Context: an optimization exercise on an open-source flow, tuned for small area and a short achievable clock period. The choices shown serve that exercise and are no tape-out recipe.
In this exercise RTL edits were held to simulation tests only and were not proved equivalent to the original.
The clock port is modelled as an ideal driver; clocking choices that lean on that would not hold on a real chip.
Power is estimated from default activity; no workload was simulated.

== trial 96 ==
Design router, start of the top module:
module router(input clock,  reset_n, input [7:0]frame_n, valid_n, di,
   output [7:0] dout, valido_n, frameo_n);
reg [4:0] ph;
always @(posedge clock, negedge reset_n)
   if(!reset_n) ph <= 5'd0;
   else ph <= ph + 5'd1;
wire [255:0] gdata_from_portin;
wire [31:0] addr_from_portin;
wire [7:0] vld_from_portin;
wire [511:0] sdata;
wire [127:0] aj;
wire [31:0] tg;
wire [7:0] grant_from_arbiter, push_from_arbiter;
wire [31:0] gbus;
wire [255:0] wdata;
wire [31:0] wgrp;
wire [7:0] ready_from_fifo, full_from_fifo, do_push, do_pop, pushed_last, slot_next;
wire [6:0] head [7:0];
wire [6:0] tail [7:0];
wire [7:0] cnt [7:0];
wire [127:0] tap [7:0];
wire [7:0] pop_from_portout;
reg [6:0] gslot;
reg gnow;
integer q;
always @* begin
   gslot = 7'd0;
   gnow = 1'b0;
   for(q = 0; q < 8; q = q + 1)
      if(push_from_arbiter[q]) begin
         gslot = gslot | head[q];
         gnow = gnow | slot_next[q];
      end
end
wire push_ok = |do_push;
reg [31:0] gbus_r;
always @(posedge clock) gbus_r <= gbus;
  ...
export LEC_CHECK = 0
export CAP_MARGIN = 25
export CORE_MARGIN = 2
export CORE_UTILIZATION = 58
export CTS_CLUSTER_DIAMETER = 80
export CTS_CLUSTER_SIZE = 32
export SETUP_SLACK_MARGIN = 2.7
export SLEW_MARGIN = 25
create_clock -name core_clock -period 5.5 [get_ports {clock}]
standard.sh (not shown) runs the stock make flow with config.mk's settings and CLKGATE_MAP_FILE= SYNTH_SCRIPT=/design/flow/synth_recipe.tcl, a recipe that flattens the netlist after the stock synthesis.
==> flow/flow/run.sh <==
#!/bin/bash
set -euo pipefail
sed -e 's|^make \(.*\) "\${@:-finish}"$|make \1 MATCH_CELL_FOOTPRINT=0 "${@:-finish}"|' \
   standard.sh > own_standard.sh
grep -q 'MATCH_CELL_FOOTPRINT=0 ' own_standard.sh
bash standard.sh synth > synth.log 2>&1
export BUFFER_PORTS_ARGS="-buffer_cell sky130_fd_sc_hd__buf_4"
export PRE_CTS_TCL="$PWD/flow/pre_cts.tcl"
export CTS_ARGS="-sink_clustering_enable -repair_clock_nets -sink_clustering_size 32 -sink_clustering_max_diameter 80 -dont_use_dummy_load"
bash own_standard.sh floorplan > floorplan.log 2>&1
bash own_standard.sh place > place.log 2>&1
bash own_standard.sh cts > cts.log 2>&1
bash own_standard.sh route > route.log 2>&1
bash own_standard.sh finish > finish.log 2>&1
test -f out/final.def
Other scripts of this flow, unchanged in this note and not shown: flow/flow/pre_cts.tcl
For trial 11, these inputs were changed with respect to trial 96:
- swapping 2.7 for 2.5 in SETUP_SLACK_MARGIN
## What came out
- In trial 11 relative to trial 96, detailed placer's ending HPWL had gone down slightly.
- Across both runs, non-clock buffer count was lower for trial 11 than for trial 96.
- Diff trial 96 -> trial 11 | count of clock buffers in the final design | decrease of about 0.45%
- | detailed-route via count | trial 11 vs trial 96 | about 0.8% lower |
- Measured against each other, trial 11 and trial 96 differ in total routing resource utilization after global routing, the lower figure coming from trial 11.
- Initial antenna violation count (trial 11 vs. trial 96) decreases by a few percent
- The run with more setup slack is trial 96; trial 11 has less.
- Delta(average vias per placed instance, trial 11 - trial 96) < 0

## branch maple
Another version of the RTL of router (not shown whole).
Size: ~45,000 cells after synthesis, roughly 35,000 flip-flops, ~0.78 sq mm of cells after synthesis.
Design router, start of the top module:
module router(input clock,  reset_n, input [7:0]frame_n, valid_n, di,
   output [7:0] dout, valido_n, frameo_n);
reg [4:0] ph;
always @(posedge clock, negedge reset_n)
   if(!reset_n) ph <= 5'd0;
   else ph <= ph + 5'd1;
wire [255:0] gdata_from_portin;
wire [31:0] addr_from_portin;
wire [7:0] vld_from_portin;
wire [511:0] sdata;
wire [15:0] act;
wire [47:0] tj;
wire [31:0] tg;
wire [7:0] grant_from_arbiter, push_from_arbiter;
wire [31:0] gbus;
wire [255:0] wdata;
wire [31:0] wgrp;
wire [7:0] ready_from_fifo, full_from_fifo, do_push, do_pop, pushed_last, slot_next;
wire [6:0] head [7:0];
wire [6:0] tail [7:0];
wire [7:0] cnt [7:0];
wire [127:0] tap [7:0];
wire [7:0] pop_from_portout;
reg [6:0] gslot;
reg gnow;
integer q;
always @* begin
   gslot = 7'd0;
   gnow = 1'b0;
   for(q = 0; q < 8; q = q + 1)
      if(push_from_arbiter[q]) begin
         gslot = gslot | head[q];
         gnow = gnow | slot_next[q];
      end
end
wire push_ok = |do_push;
reg [31:0] gbus_r;
always @(posedge clock) gbus_r <= gbus;
arb_rr arbiter(.clk(clock), .rst_n(reset_n), .request(vld_from_portin),
   .addr(addr_from_portin), .grant(grant_from_arbiter), .push(push_from_arbiter));
switch_fabric switch_fabric(.din(gdata_from_portin), .grant(grant_from_arbiter), .gbus(gbus),
   .sdata(sdata), .act(act), .tj(tj), .tg(tg), .wdata(wdata), .wgrp(wgrp));
genvar i;
generate for(i=0;i<8;i=i+1) begin: inst
   portin portin(.clock(clock), .reset_n(reset_n), .frame_n(frame_n[i]),
      .valid_n(valid_n[i]), .di(di[i]), .granted(grant_from_arbiter[i]),
  ...
Settings: LEC_CHECK=0, CAP_MARGIN=25, CORE_MARGIN=2, CORE_UTILIZATION=58, CTS_CLUSTER_DIAMETER=70, CTS_CLUSTER_SIZE=28, SETUP_SLACK_MARGIN=2.5, SLEW_MARGIN=25; clock period 5.5 ns.
==> flow/flow/run.sh <==
#!/bin/bash
set -euo pipefail
sed -e 's|^make \(.*\) "\${@:-finish}"$|make \1 MATCH_CELL_FOOTPRINT=0 "${@:-finish}"|' \
   standard.sh > own_standard.sh
grep -q 'MATCH_CELL_FOOTPRINT=0 ' own_standard.sh
bash standard.sh synth > synth.log 2>&1
export BUFFER_PORTS_ARGS="-buffer_cell sky130_fd_sc_hd__buf_4"
export PRE_CTS_TCL="$PWD/flow/pre_cts.tcl"
export CTS_ARGS="-sink_clustering_enable -repair_clock_nets -sink_clustering_size 28 -sink_clustering_max_diameter 70 -dont_use_dummy_load"
bash own_standard.sh floorplan > floorplan.log 2>&1
bash own_standard.sh place > place.log 2>&1
bash own_standard.sh cts > cts.log 2>&1
bash own_standard.sh route > route.log 2>&1
bash own_standard.sh finish > finish.log 2>&1
test -f out/final.def
Other scripts of this flow, unchanged in this note and not shown: flow/flow/pre_cts.tcl
branch maple: full flow OK, the timing, design-rule and antenna checks passed
diff inputs: branch maple => branch cedar
# branch maple
export LEC_CHECK = 0
export CAP_MARGIN = 25
export CORE_MARGIN = 2
export CORE_UTILIZATION = 58
export CTS_CLUSTER_DIAMETER = 70
export CTS_CLUSTER_SIZE = 28
export SETUP_SLACK_MARGIN = 2.5
export SLEW_MARGIN = 25
create_clock -name core_clock -period 5.5 [get_ports {clock}]
# branch cedar
export LEC_CHECK = 0
export CAP_MARGIN = 25
export CORE_MARGIN = 2
export CORE_UTILIZATION = 58
export CTS_CLUSTER_DIAMETER = 80
export CTS_CLUSTER_SIZE = 32
export SETUP_SLACK_MARGIN = 2.5
export SLEW_MARGIN = 25
create_clock -name core_clock -period 5.5 [get_ports {clock}]
-- flow/flow/run.sh --
<<< branch maple, line 9
export CTS_ARGS="-sink_clustering_enable -repair_clock_nets -sink_clustering_size 28 -sink_clustering_max_diameter 70 -dont_use_dummy_load"
>>> branch cedar, line 9
export CTS_ARGS="-sink_clustering_enable -repair_clock_nets -sink_clustering_size 32 -sink_clustering_max_diameter 80 -dont_use_dummy_load"
## What came out
Non-clock buffer count was higher in branch maple than in branch cedar.
On branch cedar: sequential share of layout area is 0.44 points higher than what branch maple gave.
Total power: branch cedar better than branch maple
Area added between synthesis and finish on branch cedar is down relative to branch maple.
branch maple has higher wire length than branch cedar.
Post-route fraction of the period consumed by the critical path sits lower in branch cedar than in branch maple.
Clock power, branch cedar vs branch maple: down by a few percent

-- port drivers added, routing unchanged --
The results above use ideal ports. As a check the final layouts listed here were re-extracted and re-timed, cells and wires unchanged. Step 1 (the two cells are an assumption about what drives the block):
set clk [get_ports {clock}]
set_driving_cell -lib_cell sky130_fd_sc_hd__clkbuf_16 $clk
set_driving_cell -lib_cell sky130_fd_sc_hd__buf_2 [delete_from_list [all_inputs] $clk]
Step 2, shift: input delay + t, output delay - t, t = (earliest + latest rising clock arrival at the registers) / 2. This alone moves slack from input paths to output paths. Three values: ideal ports, drivers, drivers and shift; two values: the first two.
| run | t (ns) | slack for setup (ns) | hold WS [ns] | worst data-port slew with drivers (ns) | cell pins on the clock port's net |
|---|---|---|---|---|---|
| trial 96 | 1.499 | 2.467 / 2.268 / 1.682 | 0.069 / 0.005 / 0.210 | 0.34 | 1 |
| trial 11 | 1.473 | 2.304 / 2.286 / 2.076 | 0.092 / 0.056 / 0.246 | 0.27 | 1 |
| branch maple | 1.506 | 2.292 / 2.266 / 1.775 | 0.128 / 0.025 / 0.232 | 0.30 | 1 |
| branch cedar | 1.500 | 2.313 / 2.275 / 1.763 | 0.096 / 0.013 / 0.255 | 0.30 | 1 |
After both steps setup and hold are still met in every run listed. The setup slack of trial 96, which loses most, moves by -0.199 ns with the drivers and by -0.785 ns with both steps. Setup slack includes reset recovery checks.
